Context: an optimization exercise on an open-source flow, tuned for small area, a short achievable clock period and few clock cycles per item. The choices shown serve that exercise and are no tape-out recipe. Where RTL was checked, it was by simulation tests only, not by an equivalence proof against the original.

== run a ==
==> flow/design.v <==
`timescale          1ns/1ps
`default_nettype    none
module MS_DMAC_AHBL (
    input   wire    HCLK,
    input   wire    HRESETn,
    output  wire    IRQ,
    input wire          HSEL,
    input wire [31:0]   HADDR,
    input wire [1:0]    HTRANS,
    input wire          HWRITE,
    input wire          HREADY,
    input wire [31:0]   HWDATA,
    input wire [2:0]    HSIZE,
    output wire         HREADYOUT,
    output wire [31:0]  HRDATA,
    output wire [31:0]  M_HADDR,
    output wire [1:0]   M_HTRANS,
    output wire [2:0] 	M_HSIZE,
    output wire         M_HWRITE,
    output wire [31:0]  M_HWDATA,
    input wire          M_HREADY,
    input wire [31:0]   M_HRDATA
);
    reg         we_ctrl, we_saddr, we_daddr, we_size, we_trig;
    wire [15:0] a = HADDR[15:0];
    wire        a_ctrl  = (a == 16'h00);
    wire        a_stat  = (a == 16'h04);
    wire        a_saddr = (a == 16'h08);
    wire        a_daddr = (a == 16'h0C);
    wire        a_size  = (a == 16'h10);
    wire        a_trig  = (a == 16'h14);
    wire        a_none  = ~(a_ctrl | a_stat | a_saddr | a_daddr | a_size | a_trig);
    wire        wr_ap   = HSEL & HWRITE & HTRANS[1];
    always @(posedge HCLK) begin
        if (HREADY) begin
            we_ctrl  <= wr_ap & a_ctrl;
            we_saddr <= wr_ap & a_saddr;
            we_daddr <= wr_ap & a_daddr;
            we_size  <= wr_ap & a_size;
            we_trig  <= wr_ap & a_trig;
        end
    end
    reg [31:0]  CTRL_REG;
    reg [31:0]  SADDR_REG;
    reg [31:0]  DADDR_REG;
    reg [15:0]  SIZE_REG;
    reg         TRIG_REG;
    reg         done_r;
    reg         irq_r;
    wire        done_set;
    wire [31:0] ctrl_nx  = we_ctrl  ? HWDATA        : CTRL_REG;
    wire [31:0] saddr_nx = we_saddr ? HWDATA        : SADDR_REG;
    wire [31:0] daddr_nx = we_daddr ? HWDATA        : DADDR_REG;
    wire [15:0] size_nx  = we_size  ? HWDATA[15:0]  : SIZE_REG;
    wire        trig_nx  = we_trig  ? HWDATA[0]     : (TRIG_REG & ~done_set);
    wire        done_nx  = we_trig  ? 1'b0          : (done_r | done_set);
    wire        irq_nx   = done_nx & ctrl_nx[0];
    always @(posedge HCLK or negedge HRESETn)
        if (~HRESETn) begin
            CTRL_REG  <= 32'h0;
            SADDR_REG <= 32'h0;
            DADDR_REG <= 32'h0;
            SIZE_REG  <= 16'h0;
            TRIG_REG  <= 1'b0;
            done_r    <= 1'b0;
            irq_r     <= 1'b0;
        end else begin
            CTRL_REG  <= ctrl_nx;
            SADDR_REG <= saddr_nx;
            DADDR_REG <= daddr_nx;
            SIZE_REG  <= size_nx;
            TRIG_REG  <= trig_nx;
            done_r    <= done_nx;
            irq_r     <= irq_nx;
        end
    wire        EN        = CTRL_REG[0];
    wire [1:0]  SRC_TYPE  = CTRL_REG[17:16];
    wire        SRC_AI    = CTRL_REG[18];
    wire [1:0]  DEST_TYPE = CTRL_REG[25:24];
    wire        DEST_AI   = CTRL_REG[26];
    assign IRQ = irq_r;
    reg [31:0]  rdata_r;
    always @(posedge HCLK)
        rdata_r <= ({32{a_ctrl}}  & ctrl_nx)
                 | ({32{a_stat}}  & {31'h0, irq_nx})
                 | ({32{a_saddr}} & saddr_nx)
                 | ({32{a_daddr}} & daddr_nx)
                 | ({32{a_size}}  & {16'h0, size_nx})
                 | ({32{a_trig}}  & {31'h0, trig_nx})
                 | ({32{a_none}}  & 32'hDEADBEEF);
    assign HRDATA    = rdata_r;
    assign HREADYOUT = 1'b1;
    reg         s_r0;        
    reg         s_rd;        
    reg         s_wn;        
    reg         s_wp;        
    reg         s_wf;        
    reg         s_bub;       
    reg         s_fdp;       
    reg         htrans_r;
    reg         hwrite_r;
    reg [1:0]   hsize_r;
    reg [15:0]  rem;         
    reg         last;        
    wire        last_nx;
    reg [31:0]  cur;         
    reg [31:0]  alt;         
    wire idle  = ~(s_r0 | s_rd | s_wn | s_wp | s_wf | s_bub | s_fdp);
    wire rdy   = M_HREADY;
    wire start = idle & trig_nx & ctrl_nx[0];
    wire n_r0  = start;
    wire n_rd  = rdy ? ((s_r0 & ~last) | s_wn)  : s_rd;
    wire n_wn  = rdy ? (s_rd & ~last)           : s_wn;
    wire n_wp  = rdy ? (s_rd & last)            : s_wp;
    wire n_wf  = rdy ? (s_wp | s_bub)           : s_wf;
    wire n_bub = rdy ? (s_r0 & last)            : s_bub;
    wire n_fdp = rdy ? s_wf                     : s_fdp;
    wire n_r0h = ~rdy & s_r0;
    assign done_set = s_fdp & rdy;
    always @(posedge HCLK or negedge HRESETn)
        if (~HRESETn) begin
            s_r0     <= 1'b0;
            s_rd     <= 1'b0;
            s_wn     <= 1'b0;
            s_wp     <= 1'b0;
            s_wf     <= 1'b0;
            s_bub    <= 1'b0;
            s_fdp    <= 1'b0;
            htrans_r <= 1'b0;
            hwrite_r <= 1'b0;
        end else begin
            s_r0     <= n_r0 | n_r0h;
            s_rd     <= n_rd;
            s_wn     <= n_wn;
            s_wp     <= n_wp;
            s_wf     <= n_wf;
            s_bub    <= n_bub;
            s_fdp    <= n_fdp;
            htrans_r <= n_r0 | n_r0h | n_rd | n_wn | n_wp | n_wf;
            hwrite_r <= n_wn | n_wp | n_wf;
        end
    wire n_wr   = n_wn | n_wp | n_wf;
    wire n_swap = ((n_r0 | n_r0h) & last_nx) | n_rd | n_wn;
    wire n_incr = ((n_r0 | n_r0h) & ~last_nx) | n_wp;
    wire [1:0]  n_typ = n_wr ? ctrl_nx[25:24] : ctrl_nx[17:16];
    wire        n_ai  = n_wr ? ctrl_nx[26]    : ctrl_nx[18];
    reg         op_swap, op_incr;
    reg [3:0]   step;
    always @(posedge HCLK or negedge HRESETn)
        if (~HRESETn) begin
            op_swap <= 1'b0;
            op_incr <= 1'b0;
        end else begin
            op_swap <= n_swap;
            op_incr <= n_incr;
        end
    always @(posedge HCLK) begin
        hsize_r <= n_typ;
        step    <= n_ai ? (4'h1 << n_typ) : 4'h0;
    end
    wire is_rd = s_r0 | s_rd;
    wire swap  = rdy & op_swap;
    wire incr  = rdy & op_incr;
    wire [31:0] nxt = cur + {28'h0, step};
    wire [15:0] rem_nx  = idle ? SIZE_REG : (rdy & is_rd) ? rem - 16'h1 : rem;
    assign      last_nx = idle ? (SIZE_REG == 16'h0) : (rdy & is_rd) ? (rem == 16'h1) : last;
    always @(posedge HCLK) begin
        rem  <= rem_nx;
        last <= last_nx;
        if (idle) begin
            cur  <= SADDR_REG;
            alt  <= DADDR_REG;
        end else if (swap) begin
            cur <= alt;
            alt <= nxt;
        end else if (incr)
            cur <= nxt;
    end
    reg         dp_r, dp_r0, dp_w;
    reg [31:0]  qa, qb;
    always @(posedge HCLK)
        if (rdy) begin
            dp_r  <= htrans_r & ~hwrite_r;
            dp_r0 <= s_r0;
            dp_w  <= htrans_r &  hwrite_r;
        end
    always @(posedge HCLK) begin
        if (dp_r & dp_r0)
            qa <= M_HRDATA;
        else if (dp_w & rdy)
            qa <= qb;
        if (dp_r & ~dp_r0)
            qb <= M_HRDATA;
    end
    assign M_HADDR  = cur;
    assign M_HTRANS = {htrans_r, 1'b0};
    assign M_HWRITE = hwrite_r;
    assign M_HSIZE  = {1'b0, hsize_r};
    assign M_HWDATA = qa;
endmodule
==> flow/config.mk <==
export PLATFORM = sky130hd
export DESIGN_NAME = MS_DMAC_AHBL
export DESIGN_NICKNAME = MS_DMAC_AHBL
export VERILOG_FILES = /design/flow/design.v
export SDC_FILE = /design/flow/constraint.sdc
export NUM_CORES = 4
export LEC_CHECK = 0
export ABC_CLOCK_PERIOD_IN_PS = 2500
export CAP_MARGIN = 20
export CORE_MARGIN = 2
export CORE_UTILIZATION = 40
export SETUP_SLACK_MARGIN = 4.5
export SLEW_MARGIN = 20
export TNS_END_PERCENT = 100
==> flow/constraint.sdc <==
create_clock -name core_clock -period 7.0 [get_ports {HCLK}]
set_input_delay 1.4000 -clock core_clock [delete_from_list [all_inputs] [get_ports {HCLK}]]
set_output_delay 1.4000 -clock core_clock [all_outputs]
set_load 0.01 [all_outputs]
run.sh (not shown) runs the stock make flow with config.mk's settings and CLKGATE_MAP_FILE= SYNTH_SCRIPT=/design/flow/synth_recipe.tcl, a recipe that flattens the netlist after the stock synthesis.
Testbench counts of run a, summed over its fixed seeds: cycles 100,757, items 25,289.
Setup changes, run a to run b
--- a/flow/design.v
+++ b/flow/design.v
@@ -100,11 +100,10 @@
     reg         htrans_r;
     reg         hwrite_r;
     reg [1:0]   hsize_r;
     reg [15:0]  rem;         
     reg         last;        
-    wire        last_nx;
     reg [31:0]  cur;         
     reg [31:0]  alt;         
     wire idle  = ~(s_r0 | s_rd | s_wn | s_wp | s_wf | s_bub | s_fdp);
     wire rdy   = M_HREADY;
     wire start = idle & trig_nx & ctrl_nx[0];
@@ -137,46 +136,36 @@
             s_bub    <= n_bub;
             s_fdp    <= n_fdp;
             htrans_r <= n_r0 | n_r0h | n_rd | n_wn | n_wp | n_wf;
             hwrite_r <= n_wn | n_wp | n_wf;
         end
-    wire n_wr   = n_wn | n_wp | n_wf;
-    wire n_swap = ((n_r0 | n_r0h) & last_nx) | n_rd | n_wn;
-    wire n_incr = ((n_r0 | n_r0h) & ~last_nx) | n_wp;
-    wire [1:0]  n_typ = n_wr ? ctrl_nx[25:24] : ctrl_nx[17:16];
-    wire        n_ai  = n_wr ? ctrl_nx[26]    : ctrl_nx[18];
-    reg         op_swap, op_incr;
-    reg [3:0]   step;
-    always @(posedge HCLK or negedge HRESETn)
-        if (~HRESETn) begin
-            op_swap <= 1'b0;
-            op_incr <= 1'b0;
-        end else begin
-            op_swap <= n_swap;
-            op_incr <= n_incr;
-        end
+    always @(posedge HCLK)
+        hsize_r <= (n_wn | n_wp | n_wf) ? ctrl_nx[25:24] : ctrl_nx[17:16];
+    wire is_rd = s_r0 | s_rd;
+    wire swap  = rdy & ((s_r0 & last) | s_rd | s_wn);
+    wire incr  = rdy & ((s_r0 & ~last) | s_wp);
+    wire [1:0]  typ  = is_rd ? SRC_TYPE : DEST_TYPE;
+    wire        ai   = is_rd ? SRC_AI   : DEST_AI;
+    wire [3:0]  step = ai ? (4'h1 << typ) : 4'h0;
+    wire [31:0] nxt  = cur + {28'h0, step};
     always @(posedge HCLK) begin
-        hsize_r <= n_typ;
-        step    <= n_ai ? (4'h1 << n_typ) : 4'h0;
-    end
-    wire is_rd = s_r0 | s_rd;
-    wire swap  = rdy & op_swap;
-    wire incr  = rdy & op_incr;
-    wire [31:0] nxt = cur + {28'h0, step};
-    wire [15:0] rem_nx  = idle ? SIZE_REG : (rdy & is_rd) ? rem - 16'h1 : rem;
-    assign      last_nx = idle ? (SIZE_REG == 16'h0) : (rdy & is_rd) ? (rem == 16'h1) : last;
-    always @(posedge HCLK) begin
-        rem  <= rem_nx;
-        last <= last_nx;
         if (idle) begin
             cur  <= SADDR_REG;
             alt  <= DADDR_REG;
-        end else if (swap) begin
-            cur <= alt;
-            alt <= nxt;
-        end else if (incr)
-            cur <= nxt;
+            rem  <= SIZE_REG;
+            last <= (SIZE_REG == 16'h0);
+        end else begin
+            if (swap) begin
+                cur <= alt;
+                alt <= nxt;
+            end else if (incr)
+                cur <= nxt;
+            if (rdy & is_rd) begin
+                rem  <= rem - 16'h1;
+                last <= (rem == 16'h1);
+            end
+        end
     end
     reg         dp_r, dp_r0, dp_w;
     reg [31:0]  qa, qb;
     always @(posedge HCLK)
         if (rdy) begin
--- outcome ---
- Run b has completed all stages; timing, DRC and antenna checks passed.
- Run b carries fewer flip-flops than run a.
- Between run a and run b, the cell count went down.
- In run b the post-route core utilization turned out 2.6 points higher than in run a.
- [compare] base=run a new=run b: minimum hold slack saw little to no change; post-detailed-placement half-perimeter wirelength saw a decrease.
No functional check of the RTL was part of run b.

-- afterwards: timing with drivers on the ports --
How much do the figures lean on ideal ports? The routed layouts below were timed once more, with nothing changed but the port constraints. Step 1, drivers: a clkbuf_16 drives HCLK and a buf_2 each remaining input, both assumed. Step 2 also shifts input and output timing later by t, the mid clock arrival at the registers, as if the neighbouring blocks saw the same clock. a / b / c = ideal / step 1 / step 2; a / b = the first two.
run | t (ns) | slack for setup (ns) | hold WS [ns] | worst register clock-pin slew, ns | pins driven straight from the clock port
run a | 0.570 | 4.433 / 4.382 / 3.967 | 0.498 / 0.498 / 0.498 | 0.06 / 0.06 | 1
run b | 0.556 | 4.139 / 4.139 / 4.001 | 0.496 / 0.496 / 0.496 | 0.06 / 0.06 | 1
After both steps every run listed still meets setup and hold. For run a, which loses most, drivers alone change the setup slack by -0.051 ns; drivers and shift together by -0.466 ns.
